What follows belongs to an exercise in optimizing a design on an open flow for small area, a short achievable clock period and few clock cycles per item; a production flow would make more cautious choices.
In this exercise RTL edits were held to simulation tests only and were not proved equivalent to the original.

==> inputs of 12-25 <==
==> flow/design.v <==
module JAM (
input              CLK,
input              RST,
output logic [2:0] W,
output logic [2:0] J,
input        [6:0] Cost,
output logic [3:0] MatchCount,
output logic [8:0] MinCost,
output logic       Valid
);
localparam logic [1:0] PRE  = 2'd0,
                       DFS  = 2'd1,
                       DONE = 2'd2;
logic [1:0] ph;
logic [7:0] c;            
logic       srch;
assign srch = (ph == DFS);
logic [6:0] u  [0:7];     
logic [6:0] v  [0:7];     
logic [7:0] Z  [0:7];     
logic [3:0] S  [0:7];     
logic [2:0] perm [0:7];   
logic [7:0] rm;           
logic [6:0] dl [0:7];     
logic [6:0] m;            
logic [6:0] xr;           
logic [6:0] Cost_r;
logic [5:0] a1, a3, a4;   
assign a4 = a1 - 6'd9;
assign a3 = {a1[5:3] - 3'd1, a1[2:0]};
logic p1, p3, p4;
assign p1 = (c >= 8'd2)  && (c <= 8'd65);
assign p3 = (c >= 8'd10) && (c <= 8'd73);
assign p4 = (c >= 8'd11) && (c <= 8'd74);
logic [2:0] L;            
logic       iv;           
logic [7:0] mask;         
logic [7:0] rmask;        
logic [2:0] col [0:6];    
logic [8:0] D   [0:7];    
logic [5:0] minEx;        
logic       found;
logic [3:0] cnt;
logic       ev;
logic [2:0] ew, ej;
logic [7:0] em, erm;
logic [2:0] eW;
logic [9:0] E;            
logic [6:0] LBp, LBq;     
logic       espec;        
logic [2:0] aJ;           
logic       aiv;          
logic       apop;         
function automatic logic [2:0] ffs8(input logic [7:0] x);
    logic [2:0] r;
    r = 3'd0;
    for (int k = 7; k >= 0; k--)
        if (x[k]) r = k;
    ffs8 = r;
endfunction
function automatic logic [7:0] above(input logic [2:0] p);
    above = ~((8'd2 << p) - 8'd1);
endfunction
function automatic logic [7:0] low1(input logic [7:0] x);
    low1 = x & ~(x - 8'd1);
endfunction
function automatic logic [3:0] sat4(input logic [6:0] x);
    sat4 = (x > 7'd15) ? 4'd15 : x[3:0];
endfunction
logic [2:0] ui, vj;
logic [6:0] u_s, v_s;
assign u_s = u[ui];
assign v_s = v[vj];
logic [2:0] kz [0:7];
logic [3:0] kk [0:7];
always_comb
    for (int i = 0; i < 8; i++)
        kk[i] = rm[i] ? {1'b0, kz[i]} : 4'd15;
logic [3:0] k01, k23, k45, k67, k03, k47;
logic [2:0] i01, i23, i45, i67, i03, i47, ipick;
assign {k01, i01} = (kk[1] < kk[0]) ? {kk[1], 3'd1} : {kk[0], 3'd0};
assign {k23, i23} = (kk[3] < kk[2]) ? {kk[3], 3'd3} : {kk[2], 3'd2};
assign {k45, i45} = (kk[5] < kk[4]) ? {kk[5], 3'd5} : {kk[4], 3'd4};
assign {k67, i67} = (kk[7] < kk[6]) ? {kk[7], 3'd7} : {kk[6], 3'd6};
assign {k03, i03} = (k23 < k01) ? {k23, i23} : {k01, i01};
assign {k47, i47} = (k67 < k45) ? {k67, i67} : {k45, i45};
assign ipick      = (k47 < k03) ? i47 : i03;
logic [7:0] mc, ra;
assign mc = mask | (8'd1 << J);
assign ra = ~(rmask | (8'd1 << W));    
logic [3:0] gr [0:7];                 
always_comb
    for (int i = 0; i < 8; i++)
        gr[i] = (ra[i] && ((Z[i] & ~mc) == 8'd0)) ? S[i] : 4'd0;
logic       fwd;
logic [8:0] Dw, Dw_r;
assign fwd = srch && ev && espec && L == ew + 3'd1;
assign Dw  = fwd ? Dw_r : D[L];
logic [9:0] E_iss;
logic [6:0] LBp_iss, LBq_iss;
function automatic logic [13:0] csa(input logic [6:0] a, input logic [6:0] b, input logic [6:0] c);
    csa = {a ^ b ^ c, 7'(((a & b) | (a & c) | (b & c)) << 1)};
endfunction
logic [6:0] g7 [0:7];
logic [6:0] s1, c1, s2, c2, s3, c3, s4, c4, s5, c5;
always_comb begin
    for (int i = 0; i < 8; i++)
        g7[i] = {3'd0, gr[i]};
    {s1, c1} = csa(g7[0], g7[1], g7[2]);
    {s2, c2} = csa(g7[3], g7[4], g7[5]);
    {s3, c3} = csa(s1, c1, s2);
    {s4, c4} = csa(c2, g7[6], g7[7]);
    {s5, c5} = csa(s3, c3, s4);
    {LBp_iss, LBq_iss} = csa(s5, c5, c4);
end
assign E_iss = {1'b0, Dw} + {3'd0, u_s} + {3'd0, v_s};
logic       skipw;
logic [7:0] okw;
assign skipw = ({5'd0, S[W]} > Dw);
assign okw   = skipw ? Z[W] : 8'hff;
logic [7:0] sib_v, skipped;
assign sib_v   = ~mask & above(J) & okw;
assign skipped = ~mask & above(J) & ~okw;
logic [2:0] pc, Lp;
logic [7:0] pmask, pop_v;
assign Lp    = L - 3'd1;
assign pc    = fwd ? ej : col[Lp];
assign pmask = mask & ~(8'd1 << pc);
assign pop_v = ~mask & above(pc);
logic [10:0] Tr, ex_e;
logic [6:0] LBr;
assign LBr = LBp + LBq;    
assign Tr = {1'b0, E} - {4'd0, LBr};
logic pass_e;
assign pass_e = !Tr[10] && ({3'd0, Cost} <= Tr[9:0]);
assign ex_e = {4'd0, Cost} - Tr;
logic [9:0] Dn;
assign Dn = E - {3'd0, Cost};
logic [7:0] emd;
assign emd = em | (8'd1 << ej);
logic e_desc, e_leaf, e_rest;
assign e_desc = srch && ev && pass_e && !espec && ew != 3'd7;
assign e_leaf = srch && ev && pass_e && ew == 3'd7;
assign e_rest = srch && ev && !pass_e && espec;
logic       sq;            
assign sq = e_desc || e_rest;
logic [2:0] ewp, pcw, pWe;
assign ewp = ew - 3'd1;
assign pcw = col[ewp];
assign pWe = perm[ewp];
logic [6:0] mn;
assign mn = (a1[2:0] == 3'd0 || Cost_r < m) ? Cost_r : m;
logic lt, eq;
assign lt = (xr < u_s);
assign eq = (xr == u_s);
logic [5:0] ex_ev, exr, ex_s, exs, ex_min;
assign ex_ev = (srch && ev && !ex_e[10] && ex_e != 11'd0) ? ((ex_e[9:6] != 4'd0) ? 6'h3f : ex_e[5:0]) : 6'h3f;
assign ex_s  = (srch && iv && !sq && skipped != 8'd0) ? 6'({5'd0, S[W]} - Dw) : 6'h3f;
always_comb begin
    ex_min = minEx;
    if (exr < ex_min) ex_min = exr;
    if (exs < ex_min) ex_min = exs;
end
logic pre_last, pass_end, fin, acc;
assign pre_last = (ph == PRE) && (c == 8'd77);
assign pass_end = srch && !iv && !ev && L == 3'd0;
assign fin      = pass_end && found;
logic pe;                  
assign acc      = (ph == PRE) && ((c >= 8'd10 && c <= 8'd66 && c[2:0] == 3'd2) ||
                                  (c >= 8'd67 && c <= 8'd74));
logic step_sib, step_pop;
assign step_sib = iv && sib_v != 8'd0;
assign step_pop = !step_sib && L != 3'd0;
logic cur_zero, spec;
assign cur_zero = Z[W][J];
assign spec     = srch && iv && cur_zero && L != 3'd7;    
logic [2:0] L_nx, J_nx, W_nx;
logic [7:0] mask_nx, rmask_nx;
logic       iv_nx;
logic [2:0] J_alt;
logic       iv_alt, pop_alt;
always_comb begin
    J_alt   = J;
    iv_alt  = 1'b0;
    pop_alt = 1'b0;
    if (step_sib) begin
        J_alt   = ffs8(sib_v);
        iv_alt  = 1'b1;
    end else if (step_pop) begin
        J_alt   = ffs8(pop_v);
        iv_alt  = (pop_v != 8'd0);
        pop_alt = 1'b1;
    end
end
always_comb begin
    L_nx     = L;
    J_nx     = J;
    W_nx     = W;
    mask_nx  = mask;
    rmask_nx = rmask;
    iv_nx    = iv;
    if (ph == PRE) begin
        if (pre_last) begin
            L_nx     = 3'd0;
            J_nx     = 3'd0;
            W_nx     = perm[0];
            mask_nx  = 8'd0;
            rmask_nx = 8'd0;
            iv_nx    = 1'b1;
        end else begin
            W_nx = 3'(c + 8'd1);
            J_nx = 3'((c + 8'd1) >> 3);
        end
    end else if (srch) begin
        if (e_desc) begin
            L_nx     = ew + 3'd1;
            W_nx     = perm[ew + 3'd1];
            J_nx     = ffs8(~emd);
            mask_nx  = emd;
            rmask_nx = erm | (8'd1 << eW);
            iv_nx    = 1'b1;
        end else if (e_rest) begin
            J_nx   = aJ;
            iv_nx  = aiv;
            if (apop) begin
                L_nx     = ewp;
                W_nx     = pWe;
                mask_nx  = em & ~(8'd1 << pcw);
                rmask_nx = erm & ~(8'd1 << pWe);
            end else begin
                L_nx     = ew;
                W_nx     = eW;
                mask_nx  = em;
                rmask_nx = erm;
            end
        end else if (spec) begin
            L_nx     = L + 3'd1;
            W_nx     = perm[L + 3'd1];
            J_nx     = ffs8(~mc);
            mask_nx  = mc;
            rmask_nx = rmask | (8'd1 << W);
        end else if (step_sib) begin
            J_nx   = J_alt;
        end else if (step_pop) begin
            L_nx     = Lp;
            W_nx     = perm[Lp];
            J_nx     = J_alt;
            mask_nx  = pmask;
            rmask_nx = rmask & ~(8'd1 << perm[Lp]);
            iv_nx    = iv_alt;
        end else if (iv || ev) begin
            iv_nx = 1'b0;    
        end else if (!found && pe) begin
            J_nx     = 3'd0;
            W_nx     = perm[0];
            mask_nx  = 8'd0;
            rmask_nx = 8'd0;
            iv_nx    = 1'b1;
        end
    end
end
always_ff @(posedge CLK) begin
    ui     <= (ph == PRE && !pre_last) ? a3[2:0] : W_nx;
    vj     <= (ph == PRE && !pre_last) ? 3'((a3 + 6'd1) >> 3) : J_nx;
    Cost_r <= Cost;
end
always_ff @(posedge CLK or posedge RST) begin
    if (RST) begin
        ph      <= PRE;
        c       <= 8'd0;
        a1      <= 6'd62;
        pe      <= 1'b0;
        L       <= 3'd0;
        W       <= 3'd0;
        J       <= 3'd0;
        iv      <= 1'b0;
        ev      <= 1'b0;
        mask    <= 8'd0;
        rmask   <= 8'd0;
        minEx   <= 6'h3f;
        exr     <= 6'h3f;
        exs     <= 6'h3f;
        found   <= 1'b0;
        cnt     <= 4'd0;
        MinCost <= 9'd0;
    end else begin
        L <= L_nx;
        W <= W_nx;
        J <= J_nx;
        if (c != 8'd84) begin
            c  <= c + 8'd1;
            a1 <= a1 + 6'd1;
        end
        if (acc || fin)
            MinCost <= MinCost + ((ph == PRE) ? {2'd0, (c <= 8'd66) ? m : (lt ? xr : u_s)} : D[0]);
        mask  <= mask_nx;
        rmask <= rmask_nx;
        iv    <= iv_nx;
        case (ph)
        PRE: begin
            if (pre_last)
                ph <= DFS;
        end
        DFS: begin
            pe    <= pass_end && !pe;
            minEx <= (pass_end && pe && !found) ? 6'h3f : ex_min;
            exr   <= ex_ev;
            exs   <= ex_s;
            if (e_leaf) begin
                found <= 1'b1;
                cnt   <= cnt + 4'd1;
            end
            ev <= !sq && iv;
            if (fin)
                ph <= DONE;
        end
        default: ;
        endcase
    end
end
always_ff @(posedge CLK) begin
    ew  <= L;
    ej  <= J;
    eW  <= W;
    em  <= mask;
    erm <= rmask;
    E   <= E_iss;
    LBp <= LBp_iss;
    LBq <= LBq_iss;
    espec <= spec;
    aJ    <= J_alt;
    aiv   <= iv_alt;
    apop  <= pop_alt;
    m <= mn;
    if (p1 && a1[2:0] == 3'd7)
        v[a1[5:3]] <= mn;
    for (int k = 7; k > 0; k--) dl[k] <= dl[k-1];
    dl[0] <= Cost_r;
    xr <= dl[7] - v_s;
    if (p4) begin
        if (a4[5:3] == 3'd0 || lt) begin
            u[a4[2:0]] <= xr;
            S[a4[2:0]] <= (a4[5:3] == 3'd0) ? 4'd15 : sat4(u_s - xr);
            Z[a4[2:0]] <= 8'd1 << a4[5:3];
            kz[a4[2:0]] <= 3'd1;
        end else if (eq) begin
            Z[a4[2:0]][a4[5:3]] <= 1'b1;
            if (kz[a4[2:0]] != 3'd7)
                kz[a4[2:0]] <= kz[a4[2:0]] + 3'd1;
        end else if (sat4(xr - u_s) < S[a4[2:0]]) begin
            S[a4[2:0]] <= sat4(xr - u_s);
        end
    end
    if (c == 8'd75)
        rm <= 8'hff;
    if (c >= 8'd76 && c <= 8'd83) begin
        perm[c[2:0] - 3'd4] <= ipick;
        rm[ipick]           <= 1'b0;
    end
    if (pre_last)
        D[0] <= 9'd0;
    else if (pass_end && pe && !fin)
        D[0] <= D[0] + {3'd0, minEx};
    if (srch && ev) begin
        if (ew != 3'd7)
            col[ew] <= ej;
        if (ew != 3'd7)
            D[ew + 3'd1] <= Dn[8:0];
    end
    Dw_r <= Dw;
end
assign Valid = (ph == DONE);
assign MatchCount = cnt;
endmodule
==> flow/run.sh <==
#!/bin/bash
# synth_recipe.tcl (not shown) runs the flow's synth.tcl, then flattens the netlist and writes it again
# the make line also repeats each setting of config.mk as NAME=value (left out here)
make -C /OpenROAD-flow-scripts/flow DESIGN_CONFIG=/design/flow/config.mk WORK_HOME=/design/flow/orfs CLKGATE_MAP_FILE= SYNTH_SCRIPT=/design/flow/synth_recipe.tcl finish
==> flow/config.mk <==
export PLATFORM = sky130hd
export DESIGN_NAME = JAM
export DESIGN_NICKNAME = JAM
export VERILOG_FILES = /design/flow/design.v
export SDC_FILE = /design/flow/constraint.sdc
export NUM_CORES = 4
export LEC_CHECK = 0
export ABC_AREA = 1
export CAP_MARGIN = 20
export CORE_MARGIN = 2
export CORE_UTILIZATION = 40
export CTS_BUF_LIST = sky130_fd_sc_hd__clkbuf_16
export CTS_CLUSTER_DIAMETER = 100
export CTS_CLUSTER_SIZE = 30
export SETUP_SLACK_MARGIN = 5
export SLEW_MARGIN = 20
==> flow/constraint.sdc <==
create_clock -name core_clock -period 10.0 [get_ports {CLK}]
set_input_delay 2.0000 -clock core_clock [delete_from_list [all_inputs] [get_ports {CLK}]]
set_output_delay 2.0000 -clock core_clock [all_outputs]
set_load 0.01 [all_outputs]
==> inputs of 04-13, as changes to 12-25 <==
==> flow/design.v, changed modules only <==
module JAM (
input              CLK,
input              RST,
output logic [2:0] W,
output logic [2:0] J,
input        [6:0] Cost,
output logic [3:0] MatchCount,
output logic [8:0] MinCost,
output logic       Valid
);
localparam logic [1:0] PRE  = 2'd0,
                       DFS  = 2'd1,
                       DONE = 2'd2;
logic [1:0] ph;
logic [7:0] c;            
logic       srch;
assign srch = (ph == DFS);
logic [6:0] u  [0:7];     
logic [6:0] v  [0:7];     
logic [7:0] Z  [0:7];     
logic [3:0] S  [0:7];     
logic [2:0] perm [0:7];   
logic [7:0] rm;           
logic [6:0] dl [0:7];     
logic [6:0] m;            
logic [6:0] xr;           
logic [6:0] uf;           
logic [6:0] Cost_r;
logic [5:0] a1, a3, a4;   
logic p1, p3, p4;
assign p1 = (c >= 8'd2)  && (c <= 8'd65);
assign p3 = (c >= 8'd10) && (c <= 8'd73);
assign p4 = (c >= 8'd11) && (c <= 8'd74);
logic [2:0] L;            
logic       iv;           
logic [7:0] mask;         
logic [7:0] rmask;        
logic [7:0] Joh;          
logic [2:0] col [0:7];    
logic [8:0] D   [0:7];    
logic [7:0] minEx;        
logic       found;
logic [3:0] cnt;
logic       ev;
logic [2:0] ew, ej;
logic [7:0] em, erm;
logic [2:0] eW;
logic [9:0] E;            
logic [6:0] LBr;          
logic       espec;        
logic [2:0] aJ;           
logic [7:0] aJoh;
logic       aiv;          
logic       apop;         
function automatic logic [2:0] ffs8(input logic [7:0] x);
    logic [2:0] r;
    r = 3'd0;
    for (int k = 7; k >= 0; k--)
        if (x[k]) r = k;
    ffs8 = r;
endfunction
function automatic logic [7:0] above(input logic [2:0] p);
    above = ~((8'd2 << p) - 8'd1);
endfunction
function automatic logic [7:0] low1(input logic [7:0] x);
    low1 = x & ~(x - 8'd1);
endfunction
function automatic logic [3:0] sat4(input logic [6:0] x);
    sat4 = (x > 7'd15) ? 4'd15 : x[3:0];
endfunction
function automatic logic [3:0] pop8(input logic [7:0] x);
    logic [3:0] r;
    r = 4'd0;
    for (int k = 0; k < 8; k++)
        r = r + {3'd0, x[k]};
    pop8 = r;
endfunction
logic [2:0] ui, vj;
logic [6:0] u_s, v_s;
assign u_s = u[ui];
assign v_s = v[vj];
logic [2:0] kz [0:7];
logic [3:0] kk [0:7];
always_comb
    for (int i = 0; i < 8; i++)
        kk[i] = rm[i] ? {1'b0, kz[i]} : 4'd15;
logic [3:0] k01, k23, k45, k67, k03, k47;
logic [2:0] i01, i23, i45, i67, i03, i47, ipick;
assign {k01, i01} = (kk[1] < kk[0]) ? {kk[1], 3'd1} : {kk[0], 3'd0};
assign {k23, i23} = (kk[3] < kk[2]) ? {kk[3], 3'd3} : {kk[2], 3'd2};
assign {k45, i45} = (kk[5] < kk[4]) ? {kk[5], 3'd5} : {kk[4], 3'd4};
assign {k67, i67} = (kk[7] < kk[6]) ? {kk[7], 3'd7} : {kk[6], 3'd6};
assign {k03, i03} = (k23 < k01) ? {k23, i23} : {k01, i01};
assign {k47, i47} = (k67 < k45) ? {k67, i67} : {k45, i45};
assign ipick      = (k47 < k03) ? i47 : i03;
logic [7:0] mc, ra;
assign mc = mask | Joh;
assign ra = ~(rmask | (8'd1 << W));    
logic [3:0] gr [0:7];                 
always_comb
    for (int i = 0; i < 8; i++)
        gr[i] = (ra[i] && ((Z[i] & ~mc) == 8'd0)) ? S[i] : 4'd0;
logic       fwd;
logic [8:0] Dw, Dw_r;
assign fwd = srch && ev && espec && L == ew + 3'd1;
assign Dw  = fwd ? Dw_r : D[L];
logic [9:0] E_iss;
logic [6:0] LBr_iss;
logic [4:0] sr01, sr23, sr45, sr67;
logic [5:0] sr03, sr47;
assign E_iss = {1'b0, Dw} + {3'd0, u_s} + {3'd0, v_s};
assign sr01 = {1'b0, gr[0]} + {1'b0, gr[1]};
assign sr23 = {1'b0, gr[2]} + {1'b0, gr[3]};
assign sr45 = {1'b0, gr[4]} + {1'b0, gr[5]};
assign sr67 = {1'b0, gr[6]} + {1'b0, gr[7]};
assign sr03 = {1'b0, sr01} + {1'b0, sr23};
assign sr47 = {1'b0, sr45} + {1'b0, sr67};
assign LBr_iss = {1'b0, sr03} + {1'b0, sr47};
logic       skipw;
logic [7:0] okw;
assign skipw = ({5'd0, S[W]} > Dw);
assign okw   = skipw ? Z[W] : 8'hff;
logic [7:0] sib_v, skipped;
assign sib_v   = ~mask & above(J) & okw;
assign skipped = ~mask & above(J) & ~okw;
logic [2:0] pc, Lp;
logic [7:0] pmask, pop_v;
assign Lp    = L - 3'd1;
assign pc    = fwd ? ej : col[Lp];
assign pmask = mask & ~(8'd1 << pc);
assign pop_v = ~mask & above(pc);
logic [10:0] Tr, ex_e;
assign Tr = {1'b0, E} - {4'd0, LBr};
logic pass_e;
assign pass_e = !Tr[10] && ({3'd0, Cost} <= Tr[9:0]);
assign ex_e = {4'd0, Cost} - Tr;
logic [9:0] Dn;
assign Dn = E - {3'd0, Cost};
logic [7:0] emd;
assign emd = em | (8'd1 << ej);
logic e_desc, e_leaf, e_rest;
assign e_desc = srch && ev && pass_e && !espec && ew != 3'd7;
assign e_leaf = srch && ev && pass_e && ew == 3'd7;
assign e_rest = srch && ev && !pass_e && espec;
logic       sq;            
assign sq = e_desc || e_rest;
logic [2:0] ewp, pcw, pWe;
assign ewp = ew - 3'd1;
assign pcw = col[ewp];
assign pWe = perm[ewp];
logic [6:0] mn;
assign mn = (a1[2:0] == 3'd0 || Cost_r < m) ? Cost_r : m;
logic lt, eq;
assign lt = (xr < u_s);
assign eq = (xr == u_s);
logic [7:0] ex_ev, exr, ex_s, exs, ex_min;
assign ex_ev = (srch && ev && !ex_e[10] && ex_e != 11'd0) ? ((ex_e[9:8] != 2'd0) ? 8'hff : ex_e[7:0]) : 8'hff;
assign ex_s  = (srch && iv && !sq && skipped != 8'd0) ? 8'({5'd0, S[W]} - Dw) : 8'hff;
always_comb begin
    ex_min = minEx;
    if (exr < ex_min) ex_min = exr;
    if (exs < ex_min) ex_min = exs;
end
logic pre_last, pass_end, fin, acc;
assign pre_last = (ph == PRE) && (c == 8'd77);
assign pass_end = srch && !iv && !ev && L == 3'd0;
assign fin      = pass_end && found;
logic pe;                  
assign acc      = (ph == PRE) && ((c >= 8'd10 && c <= 8'd66 && c[2:0] == 3'd2) ||
                                  (c >= 8'd68 && c <= 8'd75));
logic step_sib, step_pop;
assign step_sib = iv && sib_v != 8'd0;
assign step_pop = !step_sib && L != 3'd0;
logic cur_zero, spec;
assign cur_zero = Z[W][J];
assign spec     = srch && iv && cur_zero && L != 3'd7;    
logic [2:0] L_nx, J_nx, W_nx;
logic [7:0] Joh_nx, mask_nx, rmask_nx;
logic       iv_nx;
logic [2:0] J_alt;
logic [7:0] Joh_alt;
logic       iv_alt, pop_alt;
always_comb begin
    J_alt   = J;
    Joh_alt = Joh;
    iv_alt  = 1'b0;
    pop_alt = 1'b0;
    if (step_sib) begin
        J_alt   = ffs8(sib_v);
        Joh_alt = low1(sib_v);
        iv_alt  = 1'b1;
    end else if (step_pop) begin
        J_alt   = ffs8(pop_v);
        Joh_alt = low1(pop_v);
        iv_alt  = (pop_v != 8'd0);
        pop_alt = 1'b1;
    end
end
always_comb begin
    L_nx     = L;
    J_nx     = J;
    W_nx     = W;
    Joh_nx   = Joh;
    mask_nx  = mask;
    rmask_nx = rmask;
    iv_nx    = iv;
    if (ph == PRE) begin
        if (pre_last) begin
            L_nx     = 3'd0;
            J_nx     = 3'd0;
            W_nx     = perm[0];
            mask_nx  = 8'd0;
            rmask_nx = 8'd0;
            iv_nx    = 1'b1;
        end else begin
            W_nx = 3'(c + 8'd1);
            J_nx = 3'((c + 8'd1) >> 3);
        end
        Joh_nx = 8'd1 << J_nx;
    end else if (srch) begin
        if (e_desc) begin
            L_nx     = ew + 3'd1;
            W_nx     = perm[ew + 3'd1];
            J_nx     = ffs8(~emd);
            Joh_nx   = low1(~emd);
            mask_nx  = emd;
            rmask_nx = erm | (8'd1 << eW);
            iv_nx    = 1'b1;
        end else if (e_rest) begin
            J_nx   = aJ;
            Joh_nx = aJoh;
            iv_nx  = aiv;
            if (apop) begin
                L_nx     = ewp;
                W_nx     = pWe;
                mask_nx  = em & ~(8'd1 << pcw);
                rmask_nx = erm & ~(8'd1 << pWe);
            end else begin
                L_nx     = ew;
                W_nx     = eW;
                mask_nx  = em;
                rmask_nx = erm;
            end
        end else if (spec) begin
            L_nx     = L + 3'd1;
            W_nx     = perm[L + 3'd1];
            J_nx     = ffs8(~mc);
            Joh_nx   = low1(~mc);
            mask_nx  = mc;
            rmask_nx = rmask | (8'd1 << W);
        end else if (step_sib) begin
            J_nx   = J_alt;
            Joh_nx = Joh_alt;
        end else if (step_pop) begin
            L_nx     = Lp;
            W_nx     = perm[Lp];
            J_nx     = J_alt;
            Joh_nx   = Joh_alt;
            mask_nx  = pmask;
            rmask_nx = rmask & ~(8'd1 << perm[Lp]);
            iv_nx    = iv_alt;
        end else if (iv || ev) begin
            iv_nx = 1'b0;    
        end else if (!found && pe) begin
            J_nx     = 3'd0;
            W_nx     = perm[0];
            Joh_nx   = 8'd1;
            mask_nx  = 8'd0;
            rmask_nx = 8'd0;
            iv_nx    = 1'b1;
        end
    end
end
always_ff @(posedge CLK) begin
    ui     <= (ph == PRE && !pre_last) ? 3'(a4 + 6'd1) : W_nx;
    vj     <= (ph == PRE && !pre_last) ? 3'((a3 + 6'd1) >> 3) : J_nx;
    Cost_r <= Cost;
    Joh    <= Joh_nx;
    for (int i = 0; i < 8; i++)
        kz[i] <= (Z[i] == 8'hff) ? 3'd7 : 3'(pop8(Z[i]));
end
always_ff @(posedge CLK or posedge RST) begin
    if (RST) begin
        ph      <= PRE;
        c       <= 8'd0;
        a1      <= 6'd62;
        a3      <= 6'd54;
        a4      <= 6'd53;
        pe      <= 1'b0;
        L       <= 3'd0;
        W       <= 3'd0;
        J       <= 3'd0;
        iv      <= 1'b0;
        ev      <= 1'b0;
        mask    <= 8'd0;
        rmask   <= 8'd0;
        minEx   <= 8'hff;
        exr     <= 8'hff;
        exs     <= 8'hff;
        found   <= 1'b0;
        cnt     <= 4'd0;
        MinCost <= 9'd0;
    end else begin
        L <= L_nx;
        W <= W_nx;
        J <= J_nx;
        if (c != 8'd84) begin
            c  <= c + 8'd1;
            a1 <= a1 + 6'd1;
            a3 <= a3 + 6'd1;
            a4 <= a4 + 6'd1;
        end
        if (acc || fin)
            MinCost <= MinCost + ((ph == PRE) ? {2'd0, (c <= 8'd66) ? m : uf} : D[0]);
        mask  <= mask_nx;
        rmask <= rmask_nx;
        iv    <= iv_nx;
        case (ph)
        PRE: begin
            if (pre_last)
                ph <= DFS;
        end
        DFS: begin
            pe    <= pass_end && !pe;
            minEx <= (pass_end && pe && !found) ? 8'hff : ex_min;
            exr   <= ex_ev;
            exs   <= ex_s;
            if (e_leaf) begin
                found <= 1'b1;
                cnt   <= cnt + 4'd1;
            end
            ev <= !sq && iv;
            if (fin)
                ph <= DONE;
        end
        default: ;
        endcase
    end
end
always_ff @(posedge CLK) begin
    ew  <= L;
    ej  <= J;
    eW  <= W;
    em  <= mask;
    erm <= rmask;
    E   <= E_iss;
    LBr <= LBr_iss;
    espec <= spec;
    aJ    <= J_alt;
    aJoh  <= Joh_alt;
    aiv   <= iv_alt;
    apop  <= pop_alt;
    m <= mn;
    if (p1 && a1[2:0] == 3'd7)
        v[a1[5:3]] <= mn;
    for (int k = 7; k > 0; k--) dl[k] <= dl[k-1];
    dl[0] <= Cost_r;
    xr <= dl[7] - v_s;
    if (p4) begin
        if (a4[5:3] == 3'd0 || lt) begin
            u[a4[2:0]] <= xr;
            S[a4[2:0]] <= (a4[5:3] == 3'd0) ? 4'd15 : sat4(u_s - xr);
            Z[a4[2:0]] <= 8'd1 << a4[5:3];
        end else if (eq) begin
            Z[a4[2:0]][a4[5:3]] <= 1'b1;
        end else if (sat4(xr - u_s) < S[a4[2:0]]) begin
            S[a4[2:0]] <= sat4(xr - u_s);
        end
    end
    uf <= lt ? xr : u_s;
    if (c == 8'd75)
        rm <= 8'hff;
    if (c >= 8'd76 && c <= 8'd83) begin
        perm[c[2:0] - 3'd4] <= ipick;
        rm[ipick]           <= 1'b0;
    end
    if (pre_last)
        D[0] <= 9'd0;
    else if (pass_end && pe && !fin)
        D[0] <= D[0] + {1'b0, minEx};
    if (srch && ev) begin
        col[ew] <= ej;
        if (ew != 3'd7)
            D[ew + 3'd1] <= Dn[8:0];
    end
    Dw_r <= Dw;
end
assign Valid = (ph == DONE);
assign MatchCount = cnt;
endmodule
- CAP_MARGIN: 20 -> 0
- CTS_BUF_LIST: sky130_fd_sc_hd__clkbuf_16 -> unset
- CTS_CLUSTER_DIAMETER: 100 -> unset
- CTS_CLUSTER_SIZE: 30 -> unset
- SLEW_MARGIN: 20 -> 0
==> inputs of 02-01, as changes to 12-25 <==
--- a/flow/design.v
+++ b/flow/design.v
@@ -69,2 +69,9 @@
 endfunction
+function automatic logic [3:0] pop8(input logic [7:0] x);
+    logic [3:0] r;
+    r = 4'd0;
+    for (int k = 0; k < 8; k++)
+        r = r + {3'd0, x[k]};
+    pop8 = r;
+endfunction
 logic [2:0] ui, vj;
@@ -265,2 +272,4 @@
     Cost_r <= Cost;
+    for (int i = 0; i < 8; i++)
+        kz[i] <= (Z[i] == 8'hff) ? 3'd7 : 3'(pop8(Z[i]));
 end
@@ -344,7 +353,4 @@
             Z[a4[2:0]] <= 8'd1 << a4[5:3];
-            kz[a4[2:0]] <= 3'd1;
         end else if (eq) begin
             Z[a4[2:0]][a4[5:3]] <= 1'b1;
-            if (kz[a4[2:0]] != 3'd7)
-                kz[a4[2:0]] <= kz[a4[2:0]] + 3'd1;
         end else if (sat4(xr - u_s) < S[a4[2:0]]) begin
- CTS_BUF_LIST: sky130_fd_sc_hd__clkbuf_16 -> sky130_fd_sc_hd__clkbuf_4
- CTS_CLUSTER_DIAMETER: 100 -> unset
- CTS_CLUSTER_SIZE: 30 -> 20
==> impl_metrics.py <==
metrics = {
    "final_layout": {
        "n_fill_cell": 7691,
        "clockBufferCount": 223,
        "final_area_sq_mm": 0.0357,
    },
    "route": {
        "drt_iter0_markers": 2795,
    },
    "power_and_ir_drop": {
        "pg_seq_w": 0.00275,
        "p_seq_share_pct": 46.7,
    },
    "status": {
        "status": "finished clean",
    },
    "logic_synthesis": {
        "synth_edf_count": 325,
    },
    "setup_path": {
        "path_max_fanout": 9,
    },
    "hold_path": {
        "holdCritStartpoint": "dl[2][1]$_DFF_P_",
    },
    "floorplanning": {
        "rows": 103,
    },
}
Source of the figures above: 02-01

==> impl_metrics.py <==
metrics = {
    "sta": {
        "setup_ws_ns": 5.15,
    },
    "logic_synthesis": {
        "postSynthCellCount": 3785,
        "muxShareOfSynthArea_pct": 0.191,
    },
    "floorplanning": {
        "rows": 106,
    },
    "final_layout": {
        "final_area_sq_mm": 0.0387,
        "n_fill_cell": 7908,
    },
    "setup_path": {
        "path_max_fanout": 10,
    },
    "route": {
        "routed.top_layer": "met5",
        "drt_iter0_markers": 2526,
    },
    "power_and_ir_drop": {
        "pg_seq_w": 0.00276,
        "p_seq_share_pct": 48.3,
    },
    "status": {
        "status": "finished clean",
    },
}
Source of the figures above: 04-13

==> impl_metrics.py <==
metrics = {
    "status": {
        "status": "finished clean",
    },
    "logic_synthesis": {
        "synth_edf_count": 349,
    },
    "route": {
        "drt_iter0_markers": 2431,
    },
    "hold_path": {
        "holdCritStartpoint": "dl[6][2]$_DFF_P_",
    },
    "power_and_ir_drop": {
        "p_seq_share_pct": 51.6,
        "pg_seq_w": 0.00278,
    },
    "cts": {
        "worstSkewPairLatency_ns": 0.64,
    },
    "final_layout": {
        "clockBufferCount": 31,
    },
}
Source of the figures above: 12-25

Testbench counts of 12-25, summed over its fixed seeds: cycles 4,803, jobs 24.
Testbench counts of 04-13, summed over its fixed seeds: cycles 4,803, jobs 24.
Testbench counts of 02-01, summed over its fixed seeds: cycles 4,803, jobs 24.

==> afterwards: timing with drivers on the ports <==
Ports are ideal in the flow. The routed layouts listed here were re-timed in OpenROAD. Step 1 (the two cells are an assumption about what drives the block):
set clk [get_ports {CLK}]
set_driving_cell -lib_cell sky130_fd_sc_hd__clkbuf_16 $clk
set_driving_cell -lib_cell sky130_fd_sc_hd__buf_2 [delete_from_list [all_inputs] $clk]
Step 2, shift: input delay + t, output delay - t, t = (earliest + latest rising clock arrival at the registers) / 2. This alone moves slack from input paths to output paths. a / b / c = ideal ports / drivers / drivers and shift; a / b = the first two.
run	shift t [ns]	setup WS [ns]	cell pins on the clock port's net
12-25	0.687	5.179 / 5.179 / 4.590	1
04-13	0.685	5.154 / 5.154 / 4.606	1
02-01	1.047	5.129 / 5.129 / 4.511	1
After both steps setup and hold are still met in every run listed. The setup slack of 02-01, which loses most, moves by 0.000 ns with the drivers and by -0.618 ns with both steps.
